This is an optimization exercise on Yosys and OpenROAD, whose aim is small area, not a production implementation.
In this exercise RTL edits were held to simulation tests only and were not proved equivalent to the original.

## try-garnet
==> flow/design.v (excerpt) <==
module edgeDetection2(
    input  logic        clk,
    input  logic        n_rst,
    input  logic        startSignal,
    input  logic [23:0] inputData,
    input  logic        rwError,
    input  logic        readDone,
    input  logic        writeDone,
    output logic [31:0] readAddress,
    output logic [7:0]  outputData,
    output logic        readEnable,
    output logic        writeEnable,
    output logic        outputError
);
localparam [2:0] IDLE = 3'd0, GEN = 3'd1, WAITD = 3'd2, STORE = 3'd3,
                 ERR = 3'd4, WRITE = 3'd5;
reg [2:0] state;
wire exec  = (state == GEN);
wire sWait = (state == WAITD);
wire store = (state == STORE);
wire grab  = (state == WAITD) & readDone & ~rwError;
reg  [3:0] cnt;      
reg        np3;      
wire [9:0] cntIs;
assign cntIs[0] = ~cnt[3] & ~cnt[2] & ~cnt[1] & ~cnt[0];
assign cntIs[1] = ~cnt[3] & ~cnt[2] & ~cnt[1] &  cnt[0];
  ...
Size in the first run: roughly 640 cells after synthesis, ~120 flip-flops, ~8100 µm² of cells after synthesis.
==> flow/config.mk <==
export PLATFORM = sky130hd
export DESIGN_NAME = edgeDetection2
export DESIGN_NICKNAME = edgeDetection2
export VERILOG_FILES = /design/flow/design.v
export SDC_FILE = /design/flow/constraint.sdc
export NUM_CORES = 4
export LEC_CHECK = 0
export CAP_MARGIN = 20
export CORE_MARGIN = 2
export CORE_UTILIZATION = 40
export SLEW_MARGIN = 20
export SYNTH_HIERARCHICAL = 1
==> flow/constraint.sdc <==
create_clock -name core_clock -period 12.0 [get_ports {clk}]
set_input_delay 2.4000 -clock core_clock [delete_from_list [all_inputs] [get_ports {clk}]]
set_output_delay 2.4000 -clock core_clock [all_outputs]
set_load 0.01 [all_outputs]
standard.sh (not shown) runs the stock make flow with config.mk's settings and CLKGATE_MAP_FILE= SYNTH_SCRIPT=/design/flow/synth_recipe.tcl, a recipe that flattens the netlist after the stock synthesis.
==> flow/flow/run.sh <==
#!/bin/bash
# The standard layout (standard.sh) with two changes:
#  - the port buffers are the smallest buffer cell (sky130_fd_sc_hd__buf_1);
#  - clock tree synthesis inserts no dummy loads and builds the tree from
#    sky130_fd_sc_hd__clkbuf_4.
# All of standard.sh's output goes to standard.log; each ORFS step keeps its
# own log under orfs/logs/.
set -e
export BUFFER_PORTS_ARGS="-buffer_cell sky130_fd_sc_hd__buf_1"
export CTS_ARGS="-sink_clustering_enable -repair_clock_nets -dont_use_dummy_load -buf_list sky130_fd_sc_hd__clkbuf_4 -sink_clustering_size 10 -sink_clustering_max_diameter 40"
bash standard.sh > standard.log 2>&1
Modified inputs, try-amber compared to try-garnet
# try-garnet
export LEC_CHECK = 0
export CAP_MARGIN = 20
export CORE_MARGIN = 2
export CORE_UTILIZATION = 40
export SLEW_MARGIN = 20
export SYNTH_HIERARCHICAL = 1
create_clock -name core_clock -period 12.0 [get_ports {clk}]
# try-amber
export LEC_CHECK = 0
export CAP_MARGIN = 20
export CORE_MARGIN = 2
export CORE_UTILIZATION = 80
export SLEW_MARGIN = 20
export SYNTH_HIERARCHICAL = 1
create_clock -name core_clock -period 12.0 [get_ports {clk}]
-- flow/flow/run.sh --
<<< try-garnet, line 10
export CTS_ARGS="-sink_clustering_enable -repair_clock_nets -dont_use_dummy_load -buf_list sky130_fd_sc_hd__clkbuf_4 -sink_clustering_size 10 -sink_clustering_max_diameter 40"
>>> try-amber, line 10
export CTS_ARGS="-sink_clustering_enable -repair_clock_nets -dont_use_dummy_load -buf_list sky130_fd_sc_hd__clkbuf_4 -sink_clustering_size 20 -sink_clustering_max_diameter 120"
### Flow results
Comparing try-garnet and try-amber, the higher stage delay of the slowest cell on the critical path was measured on try-amber. The via count of the routed design in try-amber sits 8.4% above the value recorded for try-garnet. Changes observed in try-amber relative to try-garnet: global-route track usage on met1 up 21 points, clock network area share flat, cell count down 139. Looking only at sequential share of layout area, and setting everything else aside, the lower value of try-garnet and try-amber goes to try-garnet. try-garnet has lower number of global-route vias before repair than try-amber. The final reports for try-amber and try-garnet show smallest hold slack lower in the former.
Here is what was changed in the inputs of try-juniper compared with try-amber.
# try-amber
export LEC_CHECK = 0
export CAP_MARGIN = 20
export CORE_MARGIN = 2
export CORE_UTILIZATION = 80
export SLEW_MARGIN = 20
export SYNTH_HIERARCHICAL = 1
create_clock -name core_clock -period 12.0 [get_ports {clk}]
# try-juniper
export LEC_CHECK = 0
export CAP_MARGIN = 20
export CORE_MARGIN = 2
export CORE_UTILIZATION = 40
export SLEW_MARGIN = 20
export SYNTH_HIERARCHICAL = 1
create_clock -name core_clock -period 12.0 [get_ports {clk}]
-- flow/flow/run.sh --
<<< try-amber, line 10
export CTS_ARGS="-sink_clustering_enable -repair_clock_nets -dont_use_dummy_load -buf_list sky130_fd_sc_hd__clkbuf_4 -sink_clustering_size 20 -sink_clustering_max_diameter 120"
>>> try-juniper, line 10
export CTS_ARGS="-sink_clustering_enable -repair_clock_nets -dont_use_dummy_load -buf_list sky130_fd_sc_hd__clkbuf_4 -sink_clustering_size 20 -sink_clustering_max_diameter 120 -sink_buffer_max_cap_derate 0.5"
[summary]
| time the final worst path needs with I/O delays and setup | try-juniper vs try-amber | 0.15 ns lower |. Where final instance area is concerned, try-amber is better than try-juniper. There was hardly any difference in worst-skew pair later-pin latency between try-juniper and try-amber. try-amber → try-juniper: half-perimeter wire length after placement saw a decrease, cell area after placement grew by about 2.2%.
diff inputs: try-juniper => try-fjord
# try-juniper
export LEC_CHECK = 0
export CAP_MARGIN = 20
export CORE_MARGIN = 2
export CORE_UTILIZATION = 40
export SLEW_MARGIN = 20
export SYNTH_HIERARCHICAL = 1
create_clock -name core_clock -period 12.0 [get_ports {clk}]
# try-fjord
export LEC_CHECK = 0
export CAP_MARGIN = 20
export CORE_MARGIN = 2
export CORE_UTILIZATION = 70
export SLEW_MARGIN = 20
export SYNTH_HIERARCHICAL = 1
create_clock -name core_clock -period 12.0 [get_ports {clk}]
-- flow/flow/run.sh --
<<< try-juniper, line 10
export CTS_ARGS="-sink_clustering_enable -repair_clock_nets -dont_use_dummy_load -buf_list sky130_fd_sc_hd__clkbuf_4 -sink_clustering_size 20 -sink_clustering_max_diameter 120 -sink_buffer_max_cap_derate 0.5"
>>> try-fjord, line 10
export CTS_ARGS="-sink_clustering_enable -repair_clock_nets -dont_use_dummy_load -buf_list {sky130_fd_sc_hd__clkbuf_2 sky130_fd_sc_hd__clkbuf_4}"
### Flow results
try-fjord: full flow OK, the timing, DRC and antenna checks passed. Compared with try-juniper, try-fjord shows post-detailed-route wirelength per cell higher by 2.8 µm. The starting utilization of the core area in try-fjord was higher than what try-juniper gave. On die extent in x, the lower figure sits with try-fjord, not try-juniper. Last element of the critical path = outR[7]: try-fjord; last element of the critical path = outR[6]: try-juniper. try-fjord vs try-juniper: total wire length up in try-fjord. Diff try-juniper -> try-fjord | final non-filler cell area | decrease of 2.0%.

[separate check: timing with driven ports]
In the flow no input, the clock included, has a driving cell. The finished layouts below were timed again as built, in two steps.
Step 1 assumes that a clkbuf_16 drives the clock port and a buf_2 every other input.
Step 2 adds t to the input delays and takes it off the output delays; t is the mean of the earliest and latest rising clock arrival at the registers after step 1. Input paths then give back, and output paths get back, about the clock's delay inside the block.
a / b / c = ideal ports / drivers / drivers and shift; a / b = the first two.
run	t (ns)	slack for setup (ns)	worst hold slack (ns)
try-garnet	0.554	1.315 / 1.315 / 1.315	0.428 / 0.428 / 0.428
try-amber	0.543	1.162 / 1.162 / 1.162	0.422 / 0.422 / 0.422
try-juniper	0.554	1.315 / 1.315 / 1.315	0.428 / 0.428 / 0.428
try-fjord	0.536	1.225 / 1.225 / 1.225	0.421 / 0.421 / 0.421
After both steps setup and hold are still met in every run listed.
